What follows belongs to an exercise in optimizing a design on an open flow for small area and a short achievable clock period; a production flow would make more cautious choices.
In this exercise RTL edits were held to simulation tests only and were not proved equivalent to the original.
Power and IR drop assume default switching activity.

--- design/flow/design.v ---
`timescale 1ns / 1ps
module neuron #(
    parameter signed [15:0] BIAS = 0    
)(
    input clk,
    input [7:0] one,         
    input [7:0] two,         
    input [7:0] neg,         
    input x_nz,              
    input x_sign,            
    input [15:0] weight,     
    input clr,               
    input fin,               
    output reg [15:0] logit
);
    wire [31:0] ts, tc;
    mul_tree tree (.one(one), .two(two), .neg(neg), .w(weight), .ps(ts), .pc(tc));
    reg [31:0] ps, pc;
    reg psg;
    always @(posedge clk) begin
        ps <= ts;
        pc <= tc;
        psg <= x_nz && (|weight) && (x_sign ^ weight[15]);
    end
    reg [31:0] acc;
    reg [17:0] tot;
    wire [31:0] x3 = acc ^ ps ^ pc;
    wire [31:0] c3 = (acc & ps) | (acc & pc) | (ps & pc);
    wire [32:0] s;
    add_pfx #(.W(32)) add (.a(x3), .b({c3[30:0], 1'b0}), .s(s));
    wire ovf = (acc[31] == psg) && (s[31] != acc[31]);
    wire [31:0] r = ovf ? {acc[31], {31{~acc[31]}}} : s[31:0];
    always @(posedge clk) begin
        acc <= clr ? 32'd0 : r;
        tot <= r[31:14];
    end
    wire [18:0] u = {tot[17], tot} + {{3{BIAS[15]}}, BIAS};
    always @(posedge clk)
        if (fin)
            logit <= (u[18:15] == 4'b0000 || u[18:15] == 4'b1111) ? u[15:0] :
                     u[18] ? 16'h8000 : 16'h7FFF;
endmodule
module add_pfx #(
    parameter W = 32
)(
    input [W-1:0] a,
    input [W-1:0] b,
    output [W:0] s
);
    localparam L = $clog2(W);
    wire [W*(L+1)-1:0] G, P;
    assign G[W-1:0] = a & b;
    assign P[W-1:0] = a ^ b;
    genvar l, i;
    generate
        for (l = 0; l < L; l = l + 1) begin : pfx
            for (i = 0; i < W; i = i + 1) begin : bt
                if ((i >> l) & 1) begin : merge
                    localparam integer J = ((i >> l) << l) - 1;
                    assign G[W*(l+1)+i] = G[W*l+i] | (P[W*l+i] & G[W*l+J]);
                    assign P[W*(l+1)+i] = P[W*l+i] & P[W*l+J];
                end else begin : pass
                    assign G[W*(l+1)+i] = G[W*l+i];
                    assign P[W*(l+1)+i] = P[W*l+i];
                end
            end
        end
    endgenerate
    assign s = {G[W*L+W-1], P[W-1:0] ^ {G[W*L+W-2:W*L], 1'b0}};
endmodule
module mul_tree (
    input  [7:0] one,
    input  [7:0] two,
    input  [7:0] neg,
    input  [15:0] w,
    output [31:0] ps,
    output [31:0] pc
);
    wire pp0_0 = ((one[0] & w[0]) | (two[0] & 1'b0)) ^ neg[0];
    wire pp0_1 = ((one[0] & w[1]) | (two[0] & w[0])) ^ neg[0];
    wire pp0_2 = ((one[0] & w[2]) | (two[0] & w[1])) ^ neg[0];
    wire pp0_3 = ((one[0] & w[3]) | (two[0] & w[2])) ^ neg[0];
    wire pp0_4 = ((one[0] & w[4]) | (two[0] & w[3])) ^ neg[0];
    wire pp0_5 = ((one[0] & w[5]) | (two[0] & w[4])) ^ neg[0];
    wire pp0_6 = ((one[0] & w[6]) | (two[0] & w[5])) ^ neg[0];
    wire pp0_7 = ((one[0] & w[7]) | (two[0] & w[6])) ^ neg[0];
    wire pp0_8 = ((one[0] & w[8]) | (two[0] & w[7])) ^ neg[0];
    wire pp0_9 = ((one[0] & w[9]) | (two[0] & w[8])) ^ neg[0];
    wire pp0_10 = ((one[0] & w[10]) | (two[0] & w[9])) ^ neg[0];
    wire pp0_11 = ((one[0] & w[11]) | (two[0] & w[10])) ^ neg[0];
    wire pp0_12 = ((one[0] & w[12]) | (two[0] & w[11])) ^ neg[0];
    wire pp0_13 = ((one[0] & w[13]) | (two[0] & w[12])) ^ neg[0];
    wire pp0_14 = ((one[0] & w[14]) | (two[0] & w[13])) ^ neg[0];
    wire pp0_15 = ((one[0] & w[15]) | (two[0] & w[14])) ^ neg[0];
    wire pp0_16 = ~(((one[0] | two[0]) & w[15]) ^ neg[0]);
    wire pp1_0 = ((one[1] & w[0]) | (two[1] & 1'b0)) ^ neg[1];
    wire pp1_1 = ((one[1] & w[1]) | (two[1] & w[0])) ^ neg[1];
    wire pp1_2 = ((one[1] & w[2]) | (two[1] & w[1])) ^ neg[1];
    wire pp1_3 = ((one[1] & w[3]) | (two[1] & w[2])) ^ neg[1];
    wire pp1_4 = ((one[1] & w[4]) | (two[1] & w[3])) ^ neg[1];
    wire pp1_5 = ((one[1] & w[5]) | (two[1] & w[4])) ^ neg[1];
    wire pp1_6 = ((one[1] & w[6]) | (two[1] & w[5])) ^ neg[1];
    wire pp1_7 = ((one[1] & w[7]) | (two[1] & w[6])) ^ neg[1];
    wire pp1_8 = ((one[1] & w[8]) | (two[1] & w[7])) ^ neg[1];
    wire pp1_9 = ((one[1] & w[9]) | (two[1] & w[8])) ^ neg[1];
    wire pp1_10 = ((one[1] & w[10]) | (two[1] & w[9])) ^ neg[1];
    wire pp1_11 = ((one[1] & w[11]) | (two[1] & w[10])) ^ neg[1];
    wire pp1_12 = ((one[1] & w[12]) | (two[1] & w[11])) ^ neg[1];
    wire pp1_13 = ((one[1] & w[13]) | (two[1] & w[12])) ^ neg[1];
    wire pp1_14 = ((one[1] & w[14]) | (two[1] & w[13])) ^ neg[1];
    wire pp1_15 = ((one[1] & w[15]) | (two[1] & w[14])) ^ neg[1];
    wire pp1_16 = ~(((one[1] | two[1]) & w[15]) ^ neg[1]);
    wire pp2_0 = ((one[2] & w[0]) | (two[2] & 1'b0)) ^ neg[2];
    wire pp2_1 = ((one[2] & w[1]) | (two[2] & w[0])) ^ neg[2];
    wire pp2_2 = ((one[2] & w[2]) | (two[2] & w[1])) ^ neg[2];
    wire pp2_3 = ((one[2] & w[3]) | (two[2] & w[2])) ^ neg[2];
    wire pp2_4 = ((one[2] & w[4]) | (two[2] & w[3])) ^ neg[2];
    wire pp2_5 = ((one[2] & w[5]) | (two[2] & w[4])) ^ neg[2];
    wire pp2_6 = ((one[2] & w[6]) | (two[2] & w[5])) ^ neg[2];
    wire pp2_7 = ((one[2] & w[7]) | (two[2] & w[6])) ^ neg[2];
    wire pp2_8 = ((one[2] & w[8]) | (two[2] & w[7])) ^ neg[2];
    wire pp2_9 = ((one[2] & w[9]) | (two[2] & w[8])) ^ neg[2];
    wire pp2_10 = ((one[2] & w[10]) | (two[2] & w[9])) ^ neg[2];
    wire pp2_11 = ((one[2] & w[11]) | (two[2] & w[10])) ^ neg[2];
    wire pp2_12 = ((one[2] & w[12]) | (two[2] & w[11])) ^ neg[2];
    wire pp2_13 = ((one[2] & w[13]) | (two[2] & w[12])) ^ neg[2];
    wire pp2_14 = ((one[2] & w[14]) | (two[2] & w[13])) ^ neg[2];
    wire pp2_15 = ((one[2] & w[15]) | (two[2] & w[14])) ^ neg[2];
    wire pp2_16 = ~(((one[2] | two[2]) & w[15]) ^ neg[2]);
    wire pp3_0 = ((one[3] & w[0]) | (two[3] & 1'b0)) ^ neg[3];
    wire pp3_1 = ((one[3] & w[1]) | (two[3] & w[0])) ^ neg[3];
    wire pp3_2 = ((one[3] & w[2]) | (two[3] & w[1])) ^ neg[3];
    wire pp3_3 = ((one[3] & w[3]) | (two[3] & w[2])) ^ neg[3];
    wire pp3_4 = ((one[3] & w[4]) | (two[3] & w[3])) ^ neg[3];
    wire pp3_5 = ((one[3] & w[5]) | (two[3] & w[4])) ^ neg[3];
    wire pp3_6 = ((one[3] & w[6]) | (two[3] & w[5])) ^ neg[3];
    wire pp3_7 = ((one[3] & w[7]) | (two[3] & w[6])) ^ neg[3];
    wire pp3_8 = ((one[3] & w[8]) | (two[3] & w[7])) ^ neg[3];
    wire pp3_9 = ((one[3] & w[9]) | (two[3] & w[8])) ^ neg[3];
    wire pp3_10 = ((one[3] & w[10]) | (two[3] & w[9])) ^ neg[3];
    wire pp3_11 = ((one[3] & w[11]) | (two[3] & w[10])) ^ neg[3];
    wire pp3_12 = ((one[3] & w[12]) | (two[3] & w[11])) ^ neg[3];
    wire pp3_13 = ((one[3] & w[13]) | (two[3] & w[12])) ^ neg[3];
    wire pp3_14 = ((one[3] & w[14]) | (two[3] & w[13])) ^ neg[3];
    wire pp3_15 = ((one[3] & w[15]) | (two[3] & w[14])) ^ neg[3];
    wire pp3_16 = ~(((one[3] | two[3]) & w[15]) ^ neg[3]);
    wire pp4_0 = ((one[4] & w[0]) | (two[4] & 1'b0)) ^ neg[4];
    wire pp4_1 = ((one[4] & w[1]) | (two[4] & w[0])) ^ neg[4];
    wire pp4_2 = ((one[4] & w[2]) | (two[4] & w[1])) ^ neg[4];
    wire pp4_3 = ((one[4] & w[3]) | (two[4] & w[2])) ^ neg[4];
    wire pp4_4 = ((one[4] & w[4]) | (two[4] & w[3])) ^ neg[4];
    wire pp4_5 = ((one[4] & w[5]) | (two[4] & w[4])) ^ neg[4];
    wire pp4_6 = ((one[4] & w[6]) | (two[4] & w[5])) ^ neg[4];
    wire pp4_7 = ((one[4] & w[7]) | (two[4] & w[6])) ^ neg[4];
    wire pp4_8 = ((one[4] & w[8]) | (two[4] & w[7])) ^ neg[4];
    wire pp4_9 = ((one[4] & w[9]) | (two[4] & w[8])) ^ neg[4];
    wire pp4_10 = ((one[4] & w[10]) | (two[4] & w[9])) ^ neg[4];
    wire pp4_11 = ((one[4] & w[11]) | (two[4] & w[10])) ^ neg[4];
    wire pp4_12 = ((one[4] & w[12]) | (two[4] & w[11])) ^ neg[4];
    wire pp4_13 = ((one[4] & w[13]) | (two[4] & w[12])) ^ neg[4];
    wire pp4_14 = ((one[4] & w[14]) | (two[4] & w[13])) ^ neg[4];
    wire pp4_15 = ((one[4] & w[15]) | (two[4] & w[14])) ^ neg[4];
    wire pp4_16 = ~(((one[4] | two[4]) & w[15]) ^ neg[4]);
    wire pp5_0 = ((one[5] & w[0]) | (two[5] & 1'b0)) ^ neg[5];
    wire pp5_1 = ((one[5] & w[1]) | (two[5] & w[0])) ^ neg[5];
    wire pp5_2 = ((one[5] & w[2]) | (two[5] & w[1])) ^ neg[5];
    wire pp5_3 = ((one[5] & w[3]) | (two[5] & w[2])) ^ neg[5];
    wire pp5_4 = ((one[5] & w[4]) | (two[5] & w[3])) ^ neg[5];
    wire pp5_5 = ((one[5] & w[5]) | (two[5] & w[4])) ^ neg[5];
    wire pp5_6 = ((one[5] & w[6]) | (two[5] & w[5])) ^ neg[5];
    wire pp5_7 = ((one[5] & w[7]) | (two[5] & w[6])) ^ neg[5];
    wire pp5_8 = ((one[5] & w[8]) | (two[5] & w[7])) ^ neg[5];
    wire pp5_9 = ((one[5] & w[9]) | (two[5] & w[8])) ^ neg[5];
    wire pp5_10 = ((one[5] & w[10]) | (two[5] & w[9])) ^ neg[5];
    wire pp5_11 = ((one[5] & w[11]) | (two[5] & w[10])) ^ neg[5];
    wire pp5_12 = ((one[5] & w[12]) | (two[5] & w[11])) ^ neg[5];
    wire pp5_13 = ((one[5] & w[13]) | (two[5] & w[12])) ^ neg[5];
    wire pp5_14 = ((one[5] & w[14]) | (two[5] & w[13])) ^ neg[5];
    wire pp5_15 = ((one[5] & w[15]) | (two[5] & w[14])) ^ neg[5];
    wire pp5_16 = ~(((one[5] | two[5]) & w[15]) ^ neg[5]);
    wire pp6_0 = ((one[6] & w[0]) | (two[6] & 1'b0)) ^ neg[6];
    wire pp6_1 = ((one[6] & w[1]) | (two[6] & w[0])) ^ neg[6];
    wire pp6_2 = ((one[6] & w[2]) | (two[6] & w[1])) ^ neg[6];
    wire pp6_3 = ((one[6] & w[3]) | (two[6] & w[2])) ^ neg[6];
    wire pp6_4 = ((one[6] & w[4]) | (two[6] & w[3])) ^ neg[6];
    wire pp6_5 = ((one[6] & w[5]) | (two[6] & w[4])) ^ neg[6];
    wire pp6_6 = ((one[6] & w[6]) | (two[6] & w[5])) ^ neg[6];
    wire pp6_7 = ((one[6] & w[7]) | (two[6] & w[6])) ^ neg[6];
    wire pp6_8 = ((one[6] & w[8]) | (two[6] & w[7])) ^ neg[6];
    wire pp6_9 = ((one[6] & w[9]) | (two[6] & w[8])) ^ neg[6];
    wire pp6_10 = ((one[6] & w[10]) | (two[6] & w[9])) ^ neg[6];
    wire pp6_11 = ((one[6] & w[11]) | (two[6] & w[10])) ^ neg[6];
    wire pp6_12 = ((one[6] & w[12]) | (two[6] & w[11])) ^ neg[6];
    wire pp6_13 = ((one[6] & w[13]) | (two[6] & w[12])) ^ neg[6];
    wire pp6_14 = ((one[6] & w[14]) | (two[6] & w[13])) ^ neg[6];
    wire pp6_15 = ((one[6] & w[15]) | (two[6] & w[14])) ^ neg[6];
    wire pp6_16 = ~(((one[6] | two[6]) & w[15]) ^ neg[6]);
    wire pp7_0 = ((one[7] & w[0]) | (two[7] & 1'b0)) ^ neg[7];
    wire pp7_1 = ((one[7] & w[1]) | (two[7] & w[0])) ^ neg[7];
    wire pp7_2 = ((one[7] & w[2]) | (two[7] & w[1])) ^ neg[7];
    wire pp7_3 = ((one[7] & w[3]) | (two[7] & w[2])) ^ neg[7];
    wire pp7_4 = ((one[7] & w[4]) | (two[7] & w[3])) ^ neg[7];
    wire pp7_5 = ((one[7] & w[5]) | (two[7] & w[4])) ^ neg[7];
    wire pp7_6 = ((one[7] & w[6]) | (two[7] & w[5])) ^ neg[7];
    wire pp7_7 = ((one[7] & w[7]) | (two[7] & w[6])) ^ neg[7];
    wire pp7_8 = ((one[7] & w[8]) | (two[7] & w[7])) ^ neg[7];
    wire pp7_9 = ((one[7] & w[9]) | (two[7] & w[8])) ^ neg[7];
    wire pp7_10 = ((one[7] & w[10]) | (two[7] & w[9])) ^ neg[7];
    wire pp7_11 = ((one[7] & w[11]) | (two[7] & w[10])) ^ neg[7];
    wire pp7_12 = ((one[7] & w[12]) | (two[7] & w[11])) ^ neg[7];
    wire pp7_13 = ((one[7] & w[13]) | (two[7] & w[12])) ^ neg[7];
    wire pp7_14 = ((one[7] & w[14]) | (two[7] & w[13])) ^ neg[7];
    wire pp7_15 = ((one[7] & w[15]) | (two[7] & w[14])) ^ neg[7];
    wire pp7_16 = ~(((one[7] | two[7]) & w[15]) ^ neg[7]);
    wire hs0 = neg[5] ^ pp0_10;
    wire hc0 = neg[5] & pp0_10;
    wire hs1 = pp0_11 ^ pp1_9;
    wire hc1 = pp0_11 & pp1_9;
    wire fs0 = neg[6] ^ pp0_12 ^ pp1_10;
    wire fc0 = (neg[6] & pp0_12) | (neg[6] & pp1_10) | (pp0_12 & pp1_10);
    wire hs2 = pp2_8 ^ pp3_6;
    wire hc2 = pp2_8 & pp3_6;
    wire fs1 = pp0_13 ^ pp1_11 ^ pp2_9;
    wire fc1 = (pp0_13 & pp1_11) | (pp0_13 & pp2_9) | (pp1_11 & pp2_9);
    wire hs3 = pp3_7 ^ pp4_5;
    wire hc3 = pp3_7 & pp4_5;
    wire fs2 = neg[7] ^ pp0_14 ^ pp1_12;
    wire fc2 = (neg[7] & pp0_14) | (neg[7] & pp1_12) | (pp0_14 & pp1_12);
    wire fs3 = pp2_10 ^ pp3_8 ^ pp4_6;
    wire fc3 = (pp2_10 & pp3_8) | (pp2_10 & pp4_6) | (pp3_8 & pp4_6);
    wire hs4 = pp5_4 ^ pp6_2;
    wire hc4 = pp5_4 & pp6_2;
    wire fs4 = pp0_15 ^ pp1_13 ^ pp2_11;
    wire fc4 = (pp0_15 & pp1_13) | (pp0_15 & pp2_11) | (pp1_13 & pp2_11);
    wire fs5 = pp3_9 ^ pp4_7 ^ pp5_5;
    wire fc5 = (pp3_9 & pp4_7) | (pp3_9 & pp5_5) | (pp4_7 & pp5_5);
    wire hs5 = pp6_3 ^ pp7_1;
    wire hc5 = pp6_3 & pp7_1;
    wire fs6 = 1'b1 ^ pp0_16 ^ pp1_14;
    wire fc6 = (1'b1 & pp0_16) | (1'b1 & pp1_14) | (pp0_16 & pp1_14);
    wire fs7 = pp2_12 ^ pp3_10 ^ pp4_8;
    wire fc7 = (pp2_12 & pp3_10) | (pp2_12 & pp4_8) | (pp3_10 & pp4_8);
    wire fs8 = pp5_6 ^ pp6_4 ^ pp7_2;
    wire fc8 = (pp5_6 & pp6_4) | (pp5_6 & pp7_2) | (pp6_4 & pp7_2);
    wire fs9 = 1'b1 ^ pp1_15 ^ pp2_13;
    wire fc9 = (1'b1 & pp1_15) | (1'b1 & pp2_13) | (pp1_15 & pp2_13);
    wire fs10 = pp3_11 ^ pp4_9 ^ pp5_7;
    wire fc10 = (pp3_11 & pp4_9) | (pp3_11 & pp5_7) | (pp4_9 & pp5_7);
    wire hs6 = pp6_5 ^ pp7_3;
    wire hc6 = pp6_5 & pp7_3;
    wire fs11 = pp1_16 ^ pp2_14 ^ pp3_12;
    wire fc11 = (pp1_16 & pp2_14) | (pp1_16 & pp3_12) | (pp2_14 & pp3_12);
    wire fs12 = pp4_10 ^ pp5_8 ^ pp6_6;
    wire fc12 = (pp4_10 & pp5_8) | (pp4_10 & pp6_6) | (pp5_8 & pp6_6);
    wire fs13 = 1'b1 ^ pp2_15 ^ pp3_13;
    wire fc13 = (1'b1 & pp2_15) | (1'b1 & pp3_13) | (pp2_15 & pp3_13);
    wire hs7 = pp4_11 ^ pp5_9;
    wire hc7 = pp4_11 & pp5_9;
    wire fs14 = pp2_16 ^ pp3_14 ^ pp4_12;
    wire fc14 = (pp2_16 & pp3_14) | (pp2_16 & pp4_12) | (pp3_14 & pp4_12);
    wire hs8 = 1'b1 ^ pp3_15;
    wire hc8 = 1'b1 & pp3_15;
    wire hs9 = neg[3] ^ pp0_6;
    wire hc9 = neg[3] & pp0_6;
    wire hs10 = pp0_7 ^ pp1_5;
    wire hc10 = pp0_7 & pp1_5;
    wire fs15 = neg[4] ^ pp0_8 ^ pp1_6;
    wire fc15 = (neg[4] & pp0_8) | (neg[4] & pp1_6) | (pp0_8 & pp1_6);
    wire hs11 = pp2_4 ^ pp3_2;
    wire hc11 = pp2_4 & pp3_2;
    wire fs16 = pp0_9 ^ pp1_7 ^ pp2_5;
    wire fc16 = (pp0_9 & pp1_7) | (pp0_9 & pp2_5) | (pp1_7 & pp2_5);
    wire hs12 = pp3_3 ^ pp4_1;
    wire hc12 = pp3_3 & pp4_1;
    wire fs17 = pp1_8 ^ pp2_6 ^ pp3_4;
    wire fc17 = (pp1_8 & pp2_6) | (pp1_8 & pp3_4) | (pp2_6 & pp3_4);
    wire fs18 = pp4_2 ^ pp5_0 ^ hs0;
    wire fc18 = (pp4_2 & pp5_0) | (pp4_2 & hs0) | (pp5_0 & hs0);
    wire fs19 = pp2_7 ^ pp3_5 ^ pp4_3;
    wire fc19 = (pp2_7 & pp3_5) | (pp2_7 & pp4_3) | (pp3_5 & pp4_3);
    wire fs20 = pp5_1 ^ hc0 ^ hs1;
    wire fc20 = (pp5_1 & hc0) | (pp5_1 & hs1) | (hc0 & hs1);
    wire fs21 = pp4_4 ^ pp5_2 ^ pp6_0;
    wire fc21 = (pp4_4 & pp5_2) | (pp4_4 & pp6_0) | (pp5_2 & pp6_0);
    wire fs22 = hc1 ^ hs2 ^ fs0;
    wire fc22 = (hc1 & hs2) | (hc1 & fs0) | (hs2 & fs0);
    wire fs23 = pp5_3 ^ pp6_1 ^ hc2;
    wire fc23 = (pp5_3 & pp6_1) | (pp5_3 & hc2) | (pp6_1 & hc2);
    wire fs24 = hs3 ^ fc0 ^ fs1;
    wire fc24 = (hs3 & fc0) | (hs3 & fs1) | (fc0 & fs1);
    wire fs25 = pp7_0 ^ hc3 ^ hs4;
    wire fc25 = (pp7_0 & hc3) | (pp7_0 & hs4) | (hc3 & hs4);
    wire fs26 = fc1 ^ fs2 ^ fs3;
    wire fc26 = (fc1 & fs2) | (fc1 & fs3) | (fs2 & fs3);
    wire fs27 = hc4 ^ hs5 ^ fc2;
    wire fc27 = (hc4 & hs5) | (hc4 & fc2) | (hs5 & fc2);
    wire fs28 = fc3 ^ fs4 ^ fs5;
    wire fc28 = (fc3 & fs4) | (fc3 & fs5) | (fs4 & fs5);
    wire fs29 = hc5 ^ fc4 ^ fc5;
    wire fc29 = (hc5 & fc4) | (hc5 & fc5) | (fc4 & fc5);
    wire fs30 = fs6 ^ fs7 ^ fs8;
    wire fc30 = (fs6 & fs7) | (fs6 & fs8) | (fs7 & fs8);
    wire fs31 = hs6 ^ fc6 ^ fc7;
    wire fc31 = (hs6 & fc6) | (hs6 & fc7) | (fc6 & fc7);
    wire fs32 = fc8 ^ fs10 ^ fs9;
    wire fc32 = (fc8 & fs10) | (fc8 & fs9) | (fs10 & fs9);
    wire fs33 = pp7_4 ^ hc6 ^ fc10;
    wire fc33 = (pp7_4 & hc6) | (pp7_4 & fc10) | (hc6 & fc10);
    wire fs34 = fc9 ^ fs11 ^ fs12;
    wire fc34 = (fc9 & fs11) | (fc9 & fs12) | (fs11 & fs12);
    wire fs35 = pp6_7 ^ pp7_5 ^ hs7;
    wire fc35 = (pp6_7 & pp7_5) | (pp6_7 & hs7) | (pp7_5 & hs7);
    wire fs36 = fc11 ^ fc12 ^ fs13;
    wire fc36 = (fc11 & fc12) | (fc11 & fs13) | (fc12 & fs13);
    wire fs37 = pp5_10 ^ pp6_8 ^ pp7_6;
    wire fc37 = (pp5_10 & pp6_8) | (pp5_10 & pp7_6) | (pp6_8 & pp7_6);
    wire fs38 = hc7 ^ fc13 ^ fs14;
    wire fc38 = (hc7 & fc13) | (hc7 & fs14) | (fc13 & fs14);
    wire fs39 = pp4_13 ^ pp5_11 ^ pp6_9;
    wire fc39 = (pp4_13 & pp5_11) | (pp4_13 & pp6_9) | (pp5_11 & pp6_9);
    wire fs40 = pp7_7 ^ hs8 ^ fc14;
    wire fc40 = (pp7_7 & hs8) | (pp7_7 & fc14) | (hs8 & fc14);
    wire fs41 = pp3_16 ^ pp4_14 ^ pp5_12;
    wire fc41 = (pp3_16 & pp4_14) | (pp3_16 & pp5_12) | (pp4_14 & pp5_12);
    wire fs42 = pp6_10 ^ pp7_8 ^ hc8;
    wire fc42 = (pp6_10 & pp7_8) | (pp6_10 & hc8) | (pp7_8 & hc8);
    wire fs43 = 1'b1 ^ pp4_15 ^ pp5_13;
    wire fc43 = (1'b1 & pp4_15) | (1'b1 & pp5_13) | (pp4_15 & pp5_13);
    wire hs13 = pp6_11 ^ pp7_9;
    wire hc13 = pp6_11 & pp7_9;
    wire fs44 = pp4_16 ^ pp5_14 ^ pp6_12;
    wire fc44 = (pp4_16 & pp5_14) | (pp4_16 & pp6_12) | (pp5_14 & pp6_12);
    wire hs14 = 1'b1 ^ pp5_15;
    wire hc14 = 1'b1 & pp5_15;
    wire hs15 = neg[2] ^ pp0_4;
    wire hc15 = neg[2] & pp0_4;
    wire hs16 = pp0_5 ^ pp1_3;
    wire hc16 = pp0_5 & pp1_3;
    wire fs45 = pp1_4 ^ pp2_2 ^ pp3_0;
    wire fc45 = (pp1_4 & pp2_2) | (pp1_4 & pp3_0) | (pp2_2 & pp3_0);
    wire fs46 = pp2_3 ^ pp3_1 ^ hc9;
    wire fc46 = (pp2_3 & pp3_1) | (pp2_3 & hc9) | (pp3_1 & hc9);
    wire fs47 = pp4_0 ^ hc10 ^ hs11;
    wire fc47 = (pp4_0 & hc10) | (pp4_0 & hs11) | (hc10 & hs11);
    wire fs48 = hc11 ^ hs12 ^ fc15;
    wire fc48 = (hc11 & hs12) | (hc11 & fc15) | (hs12 & fc15);
    wire fs49 = hc12 ^ fc16 ^ fs17;
    wire fc49 = (hc12 & fc16) | (hc12 & fs17) | (fc16 & fs17);
    wire fs50 = fc17 ^ fs19 ^ fc18;
    wire fc50 = (fc17 & fs19) | (fc17 & fc18) | (fs19 & fc18);
    wire fs51 = fc19 ^ fs21 ^ fc20;
    wire fc51 = (fc19 & fs21) | (fc19 & fc20) | (fs21 & fc20);
    wire fs52 = fc21 ^ fs23 ^ fc22;
    wire fc52 = (fc21 & fs23) | (fc21 & fc22) | (fs23 & fc22);
    wire fs53 = fc23 ^ fs25 ^ fc24;
    wire fc53 = (fc23 & fs25) | (fc23 & fc24) | (fs25 & fc24);
    wire fs54 = fc25 ^ fc26 ^ fs27;
    wire fc54 = (fc25 & fc26) | (fc25 & fs27) | (fc26 & fs27);
    wire fs55 = fc27 ^ fc28 ^ fs29;
    wire fc55 = (fc27 & fc28) | (fc27 & fs29) | (fc28 & fs29);
    wire fs56 = fc29 ^ fc30 ^ fs31;
    wire fc56 = (fc29 & fc30) | (fc29 & fs31) | (fc30 & fs31);
    wire fs57 = fc31 ^ fc32 ^ fs33;
    wire fc57 = (fc31 & fc32) | (fc31 & fs33) | (fc32 & fs33);
    wire fs58 = fs35 ^ fc33 ^ fc34;
    wire fc58 = (fs35 & fc33) | (fs35 & fc34) | (fc33 & fc34);
    wire fs59 = fs37 ^ fc35 ^ fc36;
    wire fc59 = (fs37 & fc35) | (fs37 & fc36) | (fc35 & fc36);
    wire fs60 = fc37 ^ fs39 ^ fc38;
    wire fc60 = (fc37 & fs39) | (fc37 & fc38) | (fs39 & fc38);
    wire fs61 = fc39 ^ fs41 ^ fs42;
    wire fc61 = (fc39 & fs41) | (fc39 & fs42) | (fs41 & fs42);
    wire fs62 = hs13 ^ fc41 ^ fs43;
    wire fc62 = (hs13 & fc41) | (hs13 & fs43) | (fc41 & fs43);
    wire fs63 = pp7_10 ^ hc13 ^ fc43;
    wire fc63 = (pp7_10 & hc13) | (pp7_10 & fc43) | (hc13 & fc43);
    wire fs64 = pp6_13 ^ pp7_11 ^ hs14;
    wire fc64 = (pp6_13 & pp7_11) | (pp6_13 & hs14) | (pp7_11 & hs14);
    wire fs65 = pp5_16 ^ pp6_14 ^ pp7_12;
    wire fc65 = (pp5_16 & pp6_14) | (pp5_16 & pp7_12) | (pp6_14 & pp7_12);
    wire hs17 = 1'b1 ^ pp6_15;
    wire hc17 = 1'b1 & pp6_15;
    wire hs18 = neg[1] ^ pp0_2;
    wire hc18 = neg[1] & pp0_2;
    wire hs19 = pp0_3 ^ pp1_1;
    wire hc19 = pp0_3 & pp1_1;
    wire fs66 = pp1_2 ^ pp2_0 ^ hs15;
    wire fc66 = (pp1_2 & pp2_0) | (pp1_2 & hs15) | (pp2_0 & hs15);
    wire fs67 = pp2_1 ^ hc15 ^ hs16;
    wire fc67 = (pp2_1 & hc15) | (pp2_1 & hs16) | (hc15 & hs16);
    wire fs68 = hc16 ^ hs9 ^ fs45;
    wire fc68 = (hc16 & hs9) | (hc16 & fs45) | (hs9 & fs45);
    wire fs69 = hs10 ^ fc45 ^ fs46;
    wire fc69 = (hs10 & fc45) | (hs10 & fs46) | (fc45 & fs46);
    wire fs70 = fs15 ^ fc46 ^ fs47;
    wire fc70 = (fs15 & fc46) | (fs15 & fs47) | (fc46 & fs47);
    wire fs71 = fs16 ^ fc47 ^ fs48;
    wire fc71 = (fs16 & fc47) | (fs16 & fs48) | (fc47 & fs48);
    wire fs72 = fs18 ^ fc48 ^ fs49;
    wire fc72 = (fs18 & fc48) | (fs18 & fs49) | (fc48 & fs49);
    wire fs73 = fs20 ^ fc49 ^ fs50;
    wire fc73 = (fs20 & fc49) | (fs20 & fs50) | (fc49 & fs50);
    wire fs74 = fs22 ^ fc50 ^ fs51;
    wire fc74 = (fs22 & fc50) | (fs22 & fs51) | (fc50 & fs51);
    wire fs75 = fs24 ^ fc51 ^ fs52;
    wire fc75 = (fs24 & fc51) | (fs24 & fs52) | (fc51 & fs52);
    wire fs76 = fs26 ^ fc52 ^ fs53;
    wire fc76 = (fs26 & fc52) | (fs26 & fs53) | (fc52 & fs53);
    wire fs77 = fs28 ^ fc53 ^ fs54;
    wire fc77 = (fs28 & fc53) | (fs28 & fs54) | (fc53 & fs54);
    wire fs78 = fs30 ^ fc54 ^ fs55;
    wire fc78 = (fs30 & fc54) | (fs30 & fs55) | (fc54 & fs55);
    wire fs79 = fs32 ^ fc55 ^ fs56;
    wire fc79 = (fs32 & fc55) | (fs32 & fs56) | (fc55 & fs56);
    wire fs80 = fs34 ^ fc56 ^ fs57;
    wire fc80 = (fs34 & fc56) | (fs34 & fs57) | (fc56 & fs57);
    wire fs81 = fs36 ^ fc57 ^ fs58;
    wire fc81 = (fs36 & fc57) | (fs36 & fs58) | (fc57 & fs58);
    wire fs82 = fs38 ^ fc58 ^ fs59;
    wire fc82 = (fs38 & fc58) | (fs38 & fs59) | (fc58 & fs59);
    wire fs83 = fs40 ^ fc59 ^ fs60;
    wire fc83 = (fs40 & fc59) | (fs40 & fs60) | (fc59 & fs60);
    wire fs84 = fc40 ^ fs61 ^ fc60;
    wire fc84 = (fc40 & fs61) | (fc40 & fc60) | (fs61 & fc60);
    wire fs85 = fc42 ^ fs62 ^ fc61;
    wire fc85 = (fc42 & fs62) | (fc42 & fc61) | (fs62 & fc61);
    wire fs86 = fs44 ^ fc62 ^ fs63;
    wire fc86 = (fs44 & fc62) | (fs44 & fs63) | (fc62 & fs63);
    wire fs87 = fc44 ^ fs64 ^ fc63;
    wire fc87 = (fc44 & fs64) | (fc44 & fc63) | (fs64 & fc63);
    wire fs88 = hc14 ^ fs65 ^ fc64;
    wire fc88 = (hc14 & fs65) | (hc14 & fc64) | (fs65 & fc64);
    wire fs89 = pp7_13 ^ hs17 ^ fc65;
    wire fc89 = (pp7_13 & hs17) | (pp7_13 & fc65) | (hs17 & fc65);
    wire fs90 = pp6_16 ^ pp7_14 ^ hc17;
    wire fc90 = (pp6_16 & pp7_14) | (pp6_16 & hc17) | (pp7_14 & hc17);
    wire hs20 = 1'b1 ^ pp7_15;
    wire hc20 = 1'b1 & pp7_15;
    assign ps[0] = neg[0];
    assign pc[0] = pp0_0;
    assign ps[1] = pp0_1;
    assign pc[1] = 1'b0;
    assign ps[2] = pp1_0;
    assign pc[2] = hs18;
    assign ps[3] = hc18;
    assign pc[3] = hs19;
    assign ps[4] = hc19;
    assign pc[4] = fs66;
    assign ps[5] = fc66;
    assign pc[5] = fs67;
    assign ps[6] = fc67;
    assign pc[6] = fs68;
    assign ps[7] = fc68;
    assign pc[7] = fs69;
    assign ps[8] = fc69;
    assign pc[8] = fs70;
    assign ps[9] = fc70;
    assign pc[9] = fs71;
    assign ps[10] = fc71;
    assign pc[10] = fs72;
    assign ps[11] = fc72;
    assign pc[11] = fs73;
    assign ps[12] = fc73;
    assign pc[12] = fs74;
    assign ps[13] = fc74;
    assign pc[13] = fs75;
    assign ps[14] = fc75;
    assign pc[14] = fs76;
    assign ps[15] = fc76;
    assign pc[15] = fs77;
    assign ps[16] = fc77;
    assign pc[16] = fs78;
    assign ps[17] = fc78;
    assign pc[17] = fs79;
    assign ps[18] = fc79;
    assign pc[18] = fs80;
    assign ps[19] = fc80;
    assign pc[19] = fs81;
    assign ps[20] = fc81;
    assign pc[20] = fs82;
    assign ps[21] = fc82;
    assign pc[21] = fs83;
    assign ps[22] = fc83;
    assign pc[22] = fs84;
    assign ps[23] = fs85;
    assign pc[23] = fc84;
    assign ps[24] = fs86;
    assign pc[24] = fc85;
    assign ps[25] = fc86;
    assign pc[25] = fs87;
    assign ps[26] = fs88;
    assign pc[26] = fc87;
    assign ps[27] = fs89;
    assign pc[27] = fc88;
    assign ps[28] = fs90;
    assign pc[28] = fc89;
    assign ps[29] = hs20;
    assign pc[29] = fc90;
    assign ps[30] = pp7_16;
    assign pc[30] = hc20;
    assign ps[31] = 1'b1;
    assign pc[31] = 1'b0;
endmodule
`timescale 1ns / 1ps
module Softmax (
    input clk,
    input rst,
    input [63:0] in,           
    input in_valid,            
    output reg [63:0] out,
    output reg valid,
    output [7:0] led_control
);
    function [15:0] exp_lut;
        input [3:0] idx;
        begin
            case (idx)
                4'd0:  exp_lut = 16'h0800;
                4'd1:  exp_lut = 16'h09D0;
                4'd2:  exp_lut = 16'h0C20;
                4'd3:  exp_lut = 16'h0F80;
                4'd4:  exp_lut = 16'h1480;
                4'd5:  exp_lut = 16'h1C80;
                4'd6:  exp_lut = 16'h2A00;
                4'd7:  exp_lut = 16'h4000;
                4'd8:  exp_lut = 16'h6800;
                4'd9:  exp_lut = 16'hAC00;
                4'd10: exp_lut = 16'h1280;
                4'd11: exp_lut = 16'h1F80;
                4'd12: exp_lut = 16'h2C00;
                4'd13: exp_lut = 16'h4C00;
                4'd14: exp_lut = 16'h8000;
                default: exp_lut = 16'hD800;
            endcase
        end
    endfunction
    function [3:0] rank;
        input [3:0] idx;
        begin
            case (idx)
                4'd0:  rank = 4'd0;
                4'd1:  rank = 4'd1;
                4'd2:  rank = 4'd2;
                4'd3:  rank = 4'd3;
                4'd4:  rank = 4'd5;
                4'd5:  rank = 4'd6;
                4'd6:  rank = 4'd8;
                4'd7:  rank = 4'd10;
                4'd8:  rank = 4'd12;
                4'd9:  rank = 4'd14;
                4'd10: rank = 4'd4;
                4'd11: rank = 4'd7;
                4'd12: rank = 4'd9;
                4'd13: rank = 4'd11;
                4'd14: rank = 4'd13;
                default: rank = 4'd15;
            endcase
        end
    endfunction
    wire [3:0] i0 = {~in[15], in[14:12]};
    wire [3:0] i1 = {~in[31], in[30:28]};
    wire [3:0] i2 = {~in[47], in[46:44]};
    wire [3:0] i3 = {~in[63], in[62:60]};
    wire [15:0] e0 = exp_lut(i0);
    wire [15:0] e1 = exp_lut(i1);
    wire [15:0] e2 = exp_lut(i2);
    wire [15:0] e3 = exp_lut(i3);
    reg [12:0] p01, p23;
    wire [12:0] p01_next, p23_next;
    wire [13:0] sum;
    add_pfx #(.W(12)) add01 (.a(e0[15:4]), .b(e1[15:4]), .s(p01_next));
    add_pfx #(.W(12)) add23 (.a(e2[15:4]), .b(e3[15:4]), .s(p23_next));
    add_pfx #(.W(13)) add4 (.a(p01), .b(p23), .s(sum));
    wire [3:0] s = sum[13:10];
    wire [2:0] sh = (s == 4'b0000) ? 3'd4 :
                    (s[3:1] == 3'b001) ? 3'd3 :
                    (s[3:2] == 2'b01) ? 3'd2 :
                    s[3] ? 3'd1 : 3'd0;
    wire [3:0] r0 = rank(i0);
    wire [3:0] r1 = rank(i1);
    wire [3:0] r2 = rank(i2);
    wire [3:0] r3 = rank(i3);
    wire [3:0] m01 = (r1 > r0) ? r1 : r0;
    wire c01 = r1 > r0;
    wire [3:0] m23 = (r3 > r2) ? r3 : r2;
    wire c23 = r3 > r2;
    wire hi = m23 > m01;     
    wire [1:0] cls = hi ? {1'b1, c23} : {1'b0, c01};
    reg [3:0] led;
    assign led_control = {4'b0000, led};
    reg valid_d;
    wire [15:0] n0 = e0 >> sh;
    wire [15:0] n1 = e1 >> sh;
    wire [15:0] n2 = e2 >> sh;
    wire [15:0] n3 = e3 >> sh;
    always @(posedge clk) begin
        p01 <= p01_next;
        p23 <= p23_next;
        valid_d <= !rst && in_valid;
        out <= {1'b0, n3[14:0], 1'b0, n2[14:0], 1'b0, n1[14:0], 1'b0, n0[14:0]};
        led <= 4'b0001 << cls;
        valid <= !rst && valid_d;
    end
endmodule
`timescale 1ns / 1ps
module fc_head #(
    parameter DATA_WIDTH = 16,
    parameter NUM_INPUTS = 1024,
    parameter NUM_OUTPUTS = 4
)(
    input clk,
    input rst,
    input [DATA_WIDTH-1:0] myinput,
    input [DATA_WIDTH*NUM_OUTPUTS-1:0] myweights,
    input myinputValid,
    output [DATA_WIDTH*NUM_OUTPUTS-1:0] softmax_out,
    output softmax_valid,
    output [7:0] led_control,
    output [DATA_WIDTH*NUM_OUTPUTS-1:0] logits
);
    reg [9:0] input_count;
    reg [63:0] weights;
    reg last0, last1, fin, clr, logit_valid;
    reg [7:0] b_one, b_two, b_neg;
    reg [7:0] b_one_n, b_two_n, b_neg_n;
    reg x_nz, x_sign;
    wire take = myinputValid && !rst;
    wire [16:0] xe = {myinput, 1'b0};
    wire [7:0] e_one, e_two, e_neg;
    genvar i;
    generate
        for (i = 0; i < 8; i = i + 1) begin : booth
            assign e_one[i] = xe[2*i+1] ^ xe[2*i];
            assign e_two[i] = (xe[2*i+2] & ~xe[2*i+1] & ~xe[2*i]) | (~xe[2*i+2] & xe[2*i+1] & xe[2*i]);
            assign e_neg[i] = xe[2*i+2];
        end
    endgenerate
    always @(posedge clk) begin
        b_one <= take ? e_one : 8'd0;
        b_two <= take ? e_two : 8'd0;
        b_neg <= take ? e_neg : 8'd0;
        b_one_n <= ~(take ? e_one : 8'd0);
        b_two_n <= ~(take ? e_two : 8'd0);
        b_neg_n <= ~(take ? e_neg : 8'd0);
        x_nz <= take && (|myinput);
        x_sign <= myinput[15];
        weights <= myweights;
        clr <= rst || last0;
        if (rst) begin
            input_count <= 0;
            last0 <= 0;
            last1 <= 0;
            fin <= 0;
            logit_valid <= 0;
        end else begin
            if (myinputValid)
                input_count <= input_count + 1;
            last0 <= myinputValid && (input_count == NUM_INPUTS-1);
            last1 <= last0;
            fin <= last1;
            logit_valid <= fin;
        end
    end
    localparam [63:0] BIASES = {16'h003C, 16'h0001, 16'hFFD1, 16'h0006};
    generate
        for (i = 0; i < NUM_OUTPUTS; i = i + 1) begin : output_layer
            neuron #(
                .BIAS(BIASES[(i+1)*DATA_WIDTH-1 -: DATA_WIDTH])
            ) neuron_output (
                .clk(clk),
                .one(i < 2 ? b_one : ~b_one_n),
                .two(i < 2 ? b_two : ~b_two_n),
                .neg(i < 2 ? b_neg : ~b_neg_n),
                .x_nz(x_nz),
                .x_sign(x_sign),
                .weight(weights[(i+1)*DATA_WIDTH-1 -: DATA_WIDTH]),
                .clr(clr),
                .fin(fin),
                .logit(logits[(i+1)*DATA_WIDTH-1 -: DATA_WIDTH])
            );
        end
    endgenerate
    Softmax softmax_inst (
        .clk(clk),
        .rst(rst),
        .in(logits),
        .in_valid(logit_valid),
        .out(softmax_out),
        .valid(softmax_valid),
        .led_control(led_control)
    );
endmodule
--- design/flow/flow/run.sh ---
#!/bin/bash
export SYNTH_ARGS="-noabc"
bash standard.sh > standard.log 2>&1
--- design/flow/standard.sh ---
#!/bin/bash
# synth_recipe.tcl (not shown) runs the flow's synth.tcl, then flattens the netlist and writes it again
# the make line also repeats each setting of config.mk as NAME=value (left out here)
make -C /OpenROAD-flow-scripts/flow DESIGN_CONFIG=/design/flow/config.mk WORK_HOME=/design/flow/orfs CLKGATE_MAP_FILE= SYNTH_SCRIPT=/design/flow/synth_recipe.tcl "${@:-finish}"
--- design/flow/config.mk ---
export PLATFORM = sky130hd
export DESIGN_NAME = fc_head
export DESIGN_NICKNAME = fc_head
export VERILOG_FILES = /design/flow/design.v
export SDC_FILE = /design/flow/constraint.sdc
export NUM_CORES = 4
export LEC_CHECK = 0
export ABC_AREA = 1
export CAP_MARGIN = 20
export CORE_MARGIN = 2
export CORE_UTILIZATION = 55
export CTS_CLUSTER_DIAMETER = 80
export CTS_CLUSTER_SIZE = 30
export SETUP_SLACK_MARGIN = 4.85
export SLEW_MARGIN = 20
--- design/flow/constraint.sdc ---
create_clock -name core_clock -period 8.0 [get_ports {clk}]
set_input_delay 1.6000 -clock core_clock [delete_from_list [all_inputs] [get_ports {clk}]]
set_output_delay 1.6000 -clock core_clock [all_outputs]
set_load 0.01 [all_outputs]
==> flow_summary.toml, run 1 <==
[critical_path]
path_buf_inv = 2
cp_slowest_cell = "fa_1"
slowest_delay_ps = 550
r2r-start = "b_one[5]"
critPathArrivalTime_ps = 3780
critPathLaunchType = "flip-flop"
required_ps = 8490
path_class = "reg2reg"
path_cells = "clkinvlp_4 -> buf_12 -> o22ai_1 -> xor2_1 -> fa_1 -> fa_1 -> fa_1 -> fa_1"
cp_top_family = "adder cells"
end_kind = "flip-flop"
crit_start = "b_one[5]"
crit_top_cell = "fa_1"
crit_fanout = 6

[timing]
maxSlewViolCount = 0
tightest_slew_ps = 1108
max_freq_mhz = 303.5
slew_headroom = 0.2616
fin_skew_ps = 39.11
setup_violations = 0
hold_viol_final = 0
rsz0062_at_grt = "true"
finalSetupTns_ps = 0
post-route-min-period_ps = 3295
min_period_over_period = 0.4118

[drt]
post_drt_via_cell_ratio = 5.742
routed_wl_microns = 142300
dr.pass1.iters = 6
drt_iter0_drc = 3526
wl_per_cell_microns = 20.72
ant_nets = 0
route.detailed.drc = 0
vias = 39450

[synthesis]
synthCells = 5453
yosysTopAreaCell = "dfxtp_1"
yosysWarningCount = 6
ys_ff_latch = 731
ys_seq_area_frac = 0.3083
syn_area_sq_um = 49550
synth_top_area_frac = 0.2695
ys_top_cells_by_area = "dfxtp_1 (27%), fa_1 (20%), xor2_1 (12%), ha_1 (6.5%), nand2_1 (6.5%)"
synth.avg_cell_area_sq_um = 9.087
yosysUniqueCellTypes = 55

[place]
place_congestion = 0.8928
port_buffers = 211
hpwlAfterDp_microns = 94520

[power]
pwr-share-seq = 0.257
combPwrFrac = 0.623
power_density_nw_per_um2 = 371.8
p_int_w = 0.01134
p_total_w = 0.02150
swShare = 0.4727
power_frac_clock = 0.120
peakVddDrop_uv = 397.2
power.leakage_nw = 27.84
p_switching_w = 0.01016

[clock_network]
ctsHoldBuffers = 0
clockBufferDepth = 3
clk_pin_slew_worst_paths_ps = 100
clkLatencyLatePin_ps = 640
h-tree-depth = 2
tritoncts = "yes"
cts_root_buf = "clkbuf_16"
numCtsBuffers = 43
clkSinkCount = 731

[floorplanning]
coreArea_sq_um = 89600
die_y_microns = 304.2
initial_core_util = 0.5530
die_area_sq_um = 92510
die_x_microns = 304.2
fp-row-count = 110
io_pins = 220

[grt]
grt_pass1_vias = 38310
track_usage = 0.2928
grt_max_degree = 74
antenna_found_initial = 5
overflow = 0
grt_first_pass_wirelength_microns = 216200

[finish]
insertedDiodeCount = 0
drive_gt1_frac = 0.1347
syn_to_final_growth_pct = 16.68
nets = 6494

[flow_run]
cap_violations = 0

[min_path]
min-delay-start = "last1"
hold_class = "reg2reg"

[run_status]
status = "complete, no violations"
==> metal layers <==
| layer | share of wire | global-route usage | vias up |
|---|---|---|---|
| met2 | 0.43 | 0.4397 | 1859 |
| met5 | 0.00038 | 0.005685 | - |
| li1 | - | - | 18310 |
| met3 | 0.092 | 0.05711 | 318 |
| met4 | 0.028 | 0.08330 | 8 |
| met1 | 0.45 | 0.4295 | 18950 |
==> worst min-delay path: cells and delay by family (launching register included) <==
| kind | cells | cell delay (ps) |
|---|---|---|
| AND/OR/NAND/NOR | 1 | 30 |
| buffers and inverters | 1 | 40 |
| flip-flops | 1 | 310 |
==> per-stage QoR <==
step                      instance area [sq um]  std cells  hold slack, ps  utilization  setup WS, ps
after floorplan                           49620       5460           329.0            -          4856
after global placement                    52320       6584           383.3       0.5840          4082
after detailed placement                  52330       6584           386.7       0.5840          4176
after CTS                                 55210       6766           405.2       0.6162          4840
after global routing                      57820       6870           429.3       0.6453          4699
final                                     57820       6870           400.4       0.6453          4705
==> state kept, by name, indices dropped and copies added (netlist names), 8 cells and up <==
name,flops
output_layer.neuron_output.tot,72
b_one,8
weights,64
b_neg,8
output_layer.neuron_output.logit,64
b_two_n,8
softmax_inst.p01,13
b_one_n,8
softmax_inst.out,60
output_layer.neuron_output.acc,128
b_two,8
output_layer.neuron_output.pc,120
input_count,10
softmax_inst.p23,13
b_neg_n,8
output_layer.neuron_output.ps,122
==> synthesized netlist by cell type, drive strengths merged <==
| cell type | instances |
|---|---|
| o211ai | 6 |
| nand2 | 876 |
| a221oi | 4 |
| and3 | 6 |
| nand4 | 28 |
| a32oi | 1 |
| o21ai | 89 |
| nor3 | 25 |
| o311ai | 2 |
| or3 | 1 |
| fa | 492 |
| ha | 258 |
| conb | 1 |
| nand3b | 3 |
| a21oi | 272 |
| xor2 | 674 |
| a22oi | 1 |
| o22ai | 480 |
| inv | 480 |
| xnor2 | 37 |
| nor4 | 8 |
| and3b | 1 |
| a21o | 10 |
| nor3b | 1 |
| nand3 | 352 |
| o31ai | 3 |
| buf | 98 |
| clkbuf | 224 |
| dfxtp | 667 |
| edfxtp | 64 |
| nor2 | 215 |
| a211oi | 5 |
| and2 | 4 |
| o21a | 5 |
| o21bai | 8 |
| a31oi | 7 |
| a311oi | 2 |
| clkinv | 43 |
==> cell usage in the layout, fill, tap and decap left out, types with 65 or more instances in the layout <==
| cell | n |
|---|---|
| fa_1 | 464 |
| clkdlybuf4s50_1 | 152 |
| dfxtp_1 | 611 |
| nand3_1 | 344 |
| o22ai_1 | 444 |
| a21oi_1 | 241 |
| ha_1 | 237 |
| nor2_1 | 187 |
| inv_1 | 415 |
| xor2_1 | 665 |
| o21ai_0 | 65 |
| nand2_1 | 798 |
| buf_4 | 176 |
==> final timing paths <==
check	end	slack (ps)	cells past startpoint
hold reg to reg	fin	400	2
hold / removal	fin	400	2
setup / recovery	output_layer[1].neuron_output.pc[17]	4710	8
setup reg to reg	output_layer[1].neuron_output.pc[17]	4710	8
==> layout make-up <==
type,instances,area [sq um]
flip-flops and latches,731,15420
multi-input cells,3889,32370
inverters,523,2245
clock inverters,31,419.2
clock buffers,47,1134
repair inverters,10,72.57
repair buffers,463,4683
well taps,1176,1471
fillers,7538,31780
==> power by group through the flow <==
stage	Sequential, W	Combinational (W)	Clock, W
2_1_floorplan	0.00539	0.00888	0
3_3_place_gp	0.00560	0.0112	0
3_5_place_dp	0.00560	0.0114	0
4_1_cts	0.00553	0.0117	0.00265
5_1_grt	0.00564	0.0151	0.00279
6_report	0.00552	0.0134	0.00258
==> what timing repair did <==
action / 4_1_cts / 5_1_grt
gates cloned: 8 / 20
setup buffers: 96 / 84
pin swaps: 6 / 67
endpoints found under the hold margin: 0 / 0
resized for setup: 252 / 407
setup endpoints to repair: 402 / 408
==> cell families after synthesis <==
family | share of synthesized area
other cells | 0.00007568
buf+inv | 0.06623
xor+xnor | 0.1257
fa+ha+maj | 0.2639
flops | 0.3083
simple gates | 0.1300
compound gates | 0.1058
==> inputs of run 2 (changes only) <==
==> design/flow/flow/run.sh (replaced) <==
#!/bin/bash
export SYNTH_ARGS="-noabc"
export BUFFER_PORTS_ARGS="-buffer_cell sky130_fd_sc_hd__buf_1"
bash standard.sh > standard.log 2>&1
--- a/design/flow/config.mk
+++ b/design/flow/config.mk
@@ -9,5 +9,5 @@
 export CAP_MARGIN = 20
 export CORE_MARGIN = 2
-export CORE_UTILIZATION = 55
+export CORE_UTILIZATION = 40
 export CTS_CLUSTER_DIAMETER = 80
 export CTS_CLUSTER_SIZE = 30
==> run 2 against run 1 <==
Effect of this change:
- combinational power about the same
- sequential power decreased by 0.7%
- flip-flop and latch count did not move
- global-route usage fell by 8.0 points
- worst hold slack improved by 3.4 ps
- clock-buffer cell count up 1
- critical path depth unchanged
- via count shrank 0.36%
- sequential share of layout area rose by 0.41 points
- final area decreased by 1.4%
- die area up 37%
- clock power increased by about 10%
- largest power group unchanged
==> flow_summary.toml, run 2 <==
[synthesis]
syn_area_sq_um = 49550
synthCells = 5453
synth_edf_count = 64
ys_async_sr_fraction = 0
yosysWarningCount = 6
yosysTopAreaCell = "dfxtp_1"
synth_common_cells = "nand2_1 (857), xor2_1 (674), dfxtp_1 (667)"
synth.most_common_cell = "nand2_1"
yosysUniqueCellTypes = 55
ys_ff_latch = 731
ys_seq_area_frac = 0.3083
ys_top_cells_by_area = "dfxtp_1 (27%), fa_1 (20%), xor2_1 (12%), ha_1 (6.5%), nand2_1 (6.5%)"
synth_top_area_frac = 0.2695
synth_flop_cell = "dfxtp_1"
synth.avg_cell_area_sq_um = 9.087

[grt]
grt_first_pass_wirelength_microns = 215900
grt_max_degree = 79
grt_pass1_vias = 38710
track_usage = 0.2132
overflow = 0
antenna_found_initial = 3

[floorplanning]
die_area_sq_um = 126700
die_y_microns = 356.0
fp-row-count = 129
coreArea_sq_um = 123300
die_x_microns = 356.0
io_pins = 220
initial_core_util = 0.4018

[drt]
vias = 39300
ant_nets = 0
wl_per_cell_microns = 19.34
route.detailed.drc = 0
dr.pass1.iters = 5
post_drt_via_cell_ratio = 5.360
routed_wl_microns = 141800
drt_iter0_drc = 3187

[critical_path]
r2r-start = "b_two[7]"
worstRegToRegCells = 8
path_cells = "inv_1 -> buf_6 -> o22ai_1 -> xor2_1 -> fa_1 -> fa_1 -> fa_1 -> fa_1"
crit_top_cell = "fa_1"
worst-r2r-setup-slack_ps = 4850
crit_fanout = 28
end_kind = "flip-flop"
path_class = "reg2reg"
slowest_delay_ps = 530
cp_slowest_cell = "fa_1"
critPathLaunchType = "flip-flop"
cp_top_family = "adder cells"
required_ps = 8550
path_buf_inv = 2
critPathArrivalTime_ps = 3700
timing.rr.end = "output_layer[0].neuron_output.pc[17]"

[flow_run]
cap_violations = 0

[timing]
min_period_over_period = 0.3942
tightest_slew_ps = 1005
finalSetupTns_ps = 0
fin_hold_ws_ps = 403.8
max_freq_mhz = 317.1
post-route-min-period_ps = 3154
hold_viol_final = 0
slew_headroom = 0.3299
rsz0062_at_grt = "true"
fin_skew_ps = 43.05
maxSlewViolCount = 0
setup_violations = 0

[place]
place_congestion = 0.8747
hpwlAfterDp_microns = 95510
port_buffers = 211

[clock_network]
clkLatencyLatePin_ps = 670
cts_root_buf = "clkbuf_16"
numCtsBuffers = 47
clockBufferDepth = 3
h-tree-depth = 2
tritoncts = "yes"
clk_pin_slew_worst_paths_ps = 110
clkSinkCount = 731

[min_path]
min-delay-start = "last1"
hold_class = "reg2reg"
hold_depth = 2
holdPathEnd = "fin"

[finish]
top_register = "output_layer.neuron_output.acc"
top_regs = "output_layer.neuron_output.acc x128, output_layer.neuron_output.ps x122, output_layer.neuron_output.pc x120"
most-common-layout-cells = "nand2_1 (818), xor2_1 (668), dfxtp_1 (610)"
drive_gt1_frac = 0.1255
layout_commonest_cell = "nand2_1"
largest_register_ffs = 128
syn_to_final_growth_pct = 15.05
insertedDiodeCount = 0
nets = 6492

[run_status]
status = "complete, no violations"

[power]
power_density_nw_per_um2 = 376.6
power.leakage_nw = 27.00
peakVddDrop_uv = 235.2
## run 2: cell count changes in the layout (fill, tap and decap cells not counted), moves of 7 or more
| cell | change |
|---|---|
| buf_1 | +209 |
| clkdlybuf4s50_1 | -152 |
| dlygate4sd2_1 | -32 |
| dlymetal6s2s_1 | -27 |
| nand2_1 | +20 |
| buf_6 | -17 |
| nand2_2 | -14 |
| buf_4 | +12 |
| fa_1 | +10 |
| fa_2 | -10 |
| nand2_4 | -7 |
| nor2_2 | -7 |
## run 2: how the worst max path moves through the flow
stage,from,endpoint,slack (ps),cells past startpoint
final,b_two[7],output_layer[0].neuron_output.pc[17],4850,8
after global routing,output_layer[0].neuron_output.logit[13],logits[13],4760,2
after CTS,output_layer[2].neuron_output.logit[15],softmax_inst.led[3],4810,21
after detailed placement,output_layer[1].neuron_output.acc[3],output_layer[1].neuron_output.acc[2],3970,15
after global placement,output_layer[1].neuron_output.acc[2],output_layer[1].neuron_output.acc[4],4040,15
after floorplan,b_neg[1],output_layer[0].neuron_output.pc[14],4860,7
## run 2: timing repair
item | 4_1_cts | 5_1_grt
hold buffers | 0 | 0
setup buffers | 82 | 94
gates cloned | 11 | 16
endpoints found under the hold margin | 0 | 0
pin swaps | 5 | 52
gates resized for setup | 233 | 315
setup endpoints to repair | 371 | 341
## run 2: logic make-up after synthesis
kind of cell / Yosys count / share of synthesized area
and+or+nand+nor: 1520 / 0.1300
AOI/OAI and AO/OA: 895 / 0.1058
buffers and inverters: 845 / 0.06623
adders and majority gates: 750 / 0.2639
DFF: 731 / 0.3083
xor gates and xnor gates: 711 / 0.1257
other: 1 / 0.00007568
## run 2: worst reg2reg max path, delay by kind of cell, from the launching register on
kind / cells / cell delay (ps)
xor+xnor: 1 / 250
compound gates: 1 / 220
flops: 1 / 430
fa+ha+maj: 4 / 1810
buf+inv: 2 / 330
## run 2: per-layer routing
metal,routed length [microns],track usage
met1,61820,0.2923
met2,62940,0.3327
met3,11080,0.03928
met4,5894,0.08405
met5,42,0
## run 2: cell type report
| cell class | count | area (sq um) |
|---|---|---|
| Fill cell | 11740 | 66300 |
| Multi-Input combinational cell | 3886 | 32090 |
| Sequential cell | 731 | 15440 |
| Timing Repair Buffer | 457 | 3264 |
| Inverter | 523 | 2260 |
| Tap cell | 1637 | 2048 |
| Clock buffer | 48 | 1190 |
| Clock inverter | 37 | 631.9 |
| Timing Repair inverter | 13 | 90.09 |
## run 2: per-stage QoR
stage | std cells | area [sq um] | setup slack (ps) | power, W | util
after floorplan | 5460 | 49620 | 4856 | 0.01427 | -
after global placement | 7042 | 51560 | 4036 | 0.01681 | 0.4181
after detailed placement | 7043 | 51580 | 3970 | 0.01700 | 0.4183
after CTS | 7221 | 54710 | 4810 | 0.02023 | 0.4437
after global routing | 7332 | 57010 | 4761 | 0.02354 | 0.4623
final | 7332 | 57010 | 4846 | 0.02147 | 0.4623
## run 2: power breakdown
part	switching, W	internal [W]	leakage, nW	total, W
clock	0.00158	0.00127	0.858	0.00285
sequential	0.000632	0.00485	6.16	0.00548
combinational	0.00791	0.00523	20.0	0.0131
total	0.0101	0.0114	27.0	0.0215
==> inputs of run 3 (changes only) <==
--- a/design/flow/config.mk
+++ b/design/flow/config.mk
@@ -7,5 +7,5 @@
 export LEC_CHECK = 0
 export ABC_AREA = 1
-export CAP_MARGIN = 20
+export CAP_MARGIN = 5
 export CORE_MARGIN = 2
 export CORE_UTILIZATION = 40
@@ -13,3 +13,3 @@
 export CTS_CLUSTER_SIZE = 30
 export SETUP_SLACK_MARGIN = 4.85
-export SLEW_MARGIN = 20
+export SLEW_MARGIN = 5
==> run 3 against run 2 <==
Effect of this change:
- still clean on timing, DRC and antenna
- register-to-register slack barely moved
- non-clock buffer count down 13
- synthesized cell count unchanged
- clock power fell by 1%
- first-iteration DRC count is 7.2% higher
==> flow_summary.toml, run 3 <==
[finish]
nets = 6479
top_regs = "output_layer.neuron_output.acc x128, output_layer.neuron_output.ps x122, output_layer.neuron_output.pc x120"
layout_commonest_cell = "nand2_1"
top_register = "output_layer.neuron_output.acc"
largest_register_ffs = 128
syn_to_final_growth_pct = 15.00
drive_gt1_frac = 0.1292
most-common-layout-cells = "nand2_1 (816), xor2_1 (662), dfxtp_1 (611)"

[grt]
track_usage = 0.2136
grt_pass1_vias = 38720
grt_first_pass_wirelength_microns = 216100
overflow = 0
antenna_found_initial = 7
grt_max_degree = 79

[critical_path]
cp.depth = 2
crit_fanout = 7
r2r-start = "b_two[4]"
path_class = "reg2out"
slowest_delay_ps = 560
timing.rr.end = "output_layer[1].neuron_output.pc[17]"
end_kind = "output port"
critPathArrivalTime_ps = 1590
path_cells = "buf_4 -> buf_2"
cp_slowest_cell = "edfxtp_1"
path_buf_inv = 2
required_ps = 6400
critPathLaunchType = "flip-flop"
worst-r2r-setup-slack_ps = 4840
worstRegToRegCells = 8
cp_top_family = "flip-flops"

[drt]
post_drt_via_cell_ratio = 5.395
drt_iter0_drc = 3416
route.detailed.drc = 0
wl_per_cell_microns = 19.43
dr.pass1.iters = 6
routed_wl_microns = 142200
ant_nets = 0
vias = 39490

[power]
p_total_w = 0.02169
power_frac_clock = 0.130
power.leakage_nw = 26.93
pwr-share-seq = 0.253
swShare = 0.4709
power_density_nw_per_um2 = 380.7
peakVddDrop_uv = 258.1
p_switching_w = 0.01022
combPwrFrac = 0.618
p_int_w = 0.01148

[min_path]
hold_class = "reg2reg"
min-delay-start = "last1"
hold_depth = 2
holdPathEnd = "fin"

[synthesis]
yosysUniqueCellTypes = 55
ys_top_cells_by_area = "dfxtp_1 (27%), fa_1 (20%), xor2_1 (12%), ha_1 (6.5%), nand2_1 (6.5%)"
synth_flop_cell = "dfxtp_1"
ys_ff_latch = 731
synth_common_cells = "nand2_1 (857), xor2_1 (674), dfxtp_1 (667)"
ys_seq_area_frac = 0.3083
synth_edf_count = 64
synthCells = 5453
synth.most_common_cell = "nand2_1"
synth.avg_cell_area_sq_um = 9.087
synth_top_area_frac = 0.2695
syn_area_sq_um = 49550
yosysWarningCount = 6
yosysTopAreaCell = "dfxtp_1"
ys_async_sr_fraction = 0

[timing]
maxSlewViolCount = 0
min_period_over_period = 0.3983
slew_headroom = 0.2392
fin_skew_ps = 57.27
rsz0062_at_grt = "true"
post-route-min-period_ps = 3187
max_freq_mhz = 313.8
setup_violations = 0
tightest_slew_ps = 1141
hold_viol_final = 0
finalSetupTns_ps = 0

[floorplanning]
coreArea_sq_um = 123300
io_pins = 220
die_y_microns = 356.0
die_area_sq_um = 126700
fp-row-count = 129
initial_core_util = 0.4018
die_x_microns = 356.0

[clock_network]
clkSinkCount = 731
ctsHoldBuffers = 0
numCtsBuffers = 46
clockBufferDepth = 3
tritoncts = "yes"
cts_root_buf = "clkbuf_16"
h-tree-depth = 2
clk_pin_slew_worst_paths_ps = 90
clkLatencyLatePin_ps = 680

[place]
place_congestion = 0.8747
port_buffers = 211
hpwlAfterDp_microns = 95560

[run_status]
status = "complete, no violations"

[flow_run]
cap_violations = 0
[run 3: changes by cell type in the layout (fill, tap and decap cells not counted), moves of 6 or more]
cell / before / now
buf_4: 188 / 172
xor2_2: 6 / 12
inv_2: 14 / 23
fa_2: 18 / 28
inv_1: 419 / 412
fa_1: 474 / 464
xor2_1: 668 / 662
buf_12: 25 / 18
[run 3: power by group through the flow]
stage | Combinational, W | Sequential (W) | Clock, W
2_1_floorplan | 0.00888 | 0.00539 | 0
3_5_place_dp | 0.0114 | 0.00557 | 0
5_1_grt | 0.0151 | 0.00562 | 0.00303
4_1_cts | 0.0117 | 0.00550 | 0.00290
3_3_place_gp | 0.0113 | 0.00555 | 0
6_report | 0.0134 | 0.00549 | 0.00281
[run 3: worst max-delay path by stage]
stage / startpoint / endpoint / slack (ps)
floorplan: b_neg[1] / output_layer[0].neuron_output.pc[14] / 4860
global placement: output_layer[1].neuron_output.acc[2] / output_layer[1].neuron_output.acc[4] / 4040
detailed placement: output_layer[1].neuron_output.acc[2] / output_layer[1].neuron_output.acc[4] / 3980
CTS: b_neg_n[0] / output_layer[2].neuron_output.pc[17] / 4850
global route: output_layer[3].neuron_output.logit[14] / logits[62] / 4740
finish: output_layer[3].neuron_output.logit[14] / logits[62] / 4810
[run 3: what timing repair did]
action | in CTS | in global routing
pin swaps | 2 | 72
endpoints found under the setup margin | 378 | 333
buffers inserted | 82 | 83
cloned | 12 | 16
resized for setup | 220 | 373
[run 3: kinds of logic (layout without fill, tap and decap cells)]
kind of cell,after synthesis,count (layout),share of synthesized area
fa+ha+maj,750,750,0.2639
other cells,1,9,0.00007568
buf+inv,845,1063,0.06623
flops,731,731,0.3083
simple gates,1520,1522,0.1300
compound gates,895,897,0.1058
xor+xnor,711,711,0.1257
[run 3: area by class of cell]
class / instances / area [sq um]
fillers: 11650 / 66330
multi-input cells: 3888 / 32280
flip-flops and latches: 731 / 15430
repair buffers: 444 / 3113
inverters: 523 / 2251
well taps: 1637 / 2048
clock buffers: 49 / 1184
clock inverters: 35 / 594.3
repair inverters: 12 / 80.08
diodes: 1 / 2.502
[run 3: metrics by stage]
| step | cell area (sq um) | std cells | utilization | setup slack (ps) | hold slack (ps) |
|---|---|---|---|---|---|
| 3_5_place_dp | 51560 | 7042 | 0.4181 | 3983 | 391.3 |
| 3_3_place_gp | 51560 | 7042 | 0.4181 | 4036 | 387.8 |
| 2_1_floorplan | 49620 | 5460 | - | 4856 | 329.0 |
| 5_1_grt | 56980 | 7319 | 0.4621 | 4744 | 422.7 |
| 4_1_cts | 54600 | 7220 | 0.4428 | 4850 | 415.9 |
| 6_report | 56980 | 7320 | 0.4621 | 4813 | 407.7 |
[run 3: layer usage]
metal  vias up  share of wire  global-route usage
met1     19030           0.43              0.2925
li1      18260              -                   -
met4         8          0.041             0.08709
met3       399          0.083             0.03754
met5         -        0.00042                   0
met2      1790           0.44              0.3336
[run 3: worst min-delay path: stages, from the launching register on]
cell and delay, ps:
dfxtp_1 310, inv_1 40, nor2_1 30

-- port drivers added, routing unchanged --
No port has a modelled driver above. Below, the same layouts with a new extraction and two added sets of constraints. Step 1: set_driving_cell puts a clkbuf_16 on clk and a buf_2 on each other input, an assumption about the parent block. Step 2 also shifts input and output timing later by t, the mid clock arrival at the registers, as if the neighbouring blocks saw the same clock. Three values: ideal ports, drivers, drivers and shift; two values: the first two.
| run | shift t [ns] | setup WS [ns] | worst slew at a driven data input, ns |
|---|---|---|---|
| run 1 | 0.693 | 4.705 / 4.705 / 4.553 | 0.10 |
| run 2 | 0.722 | 4.846 / 4.776 / 4.763 | 0.08 |
| run 3 | 0.736 | 4.813 / 4.739 / 4.781 | 0.08 |
After both steps every run listed still meets setup and hold. The setup slack of run 1, which loses most, moves by 0.000 ns with the drivers and by -0.152 ns with both steps.
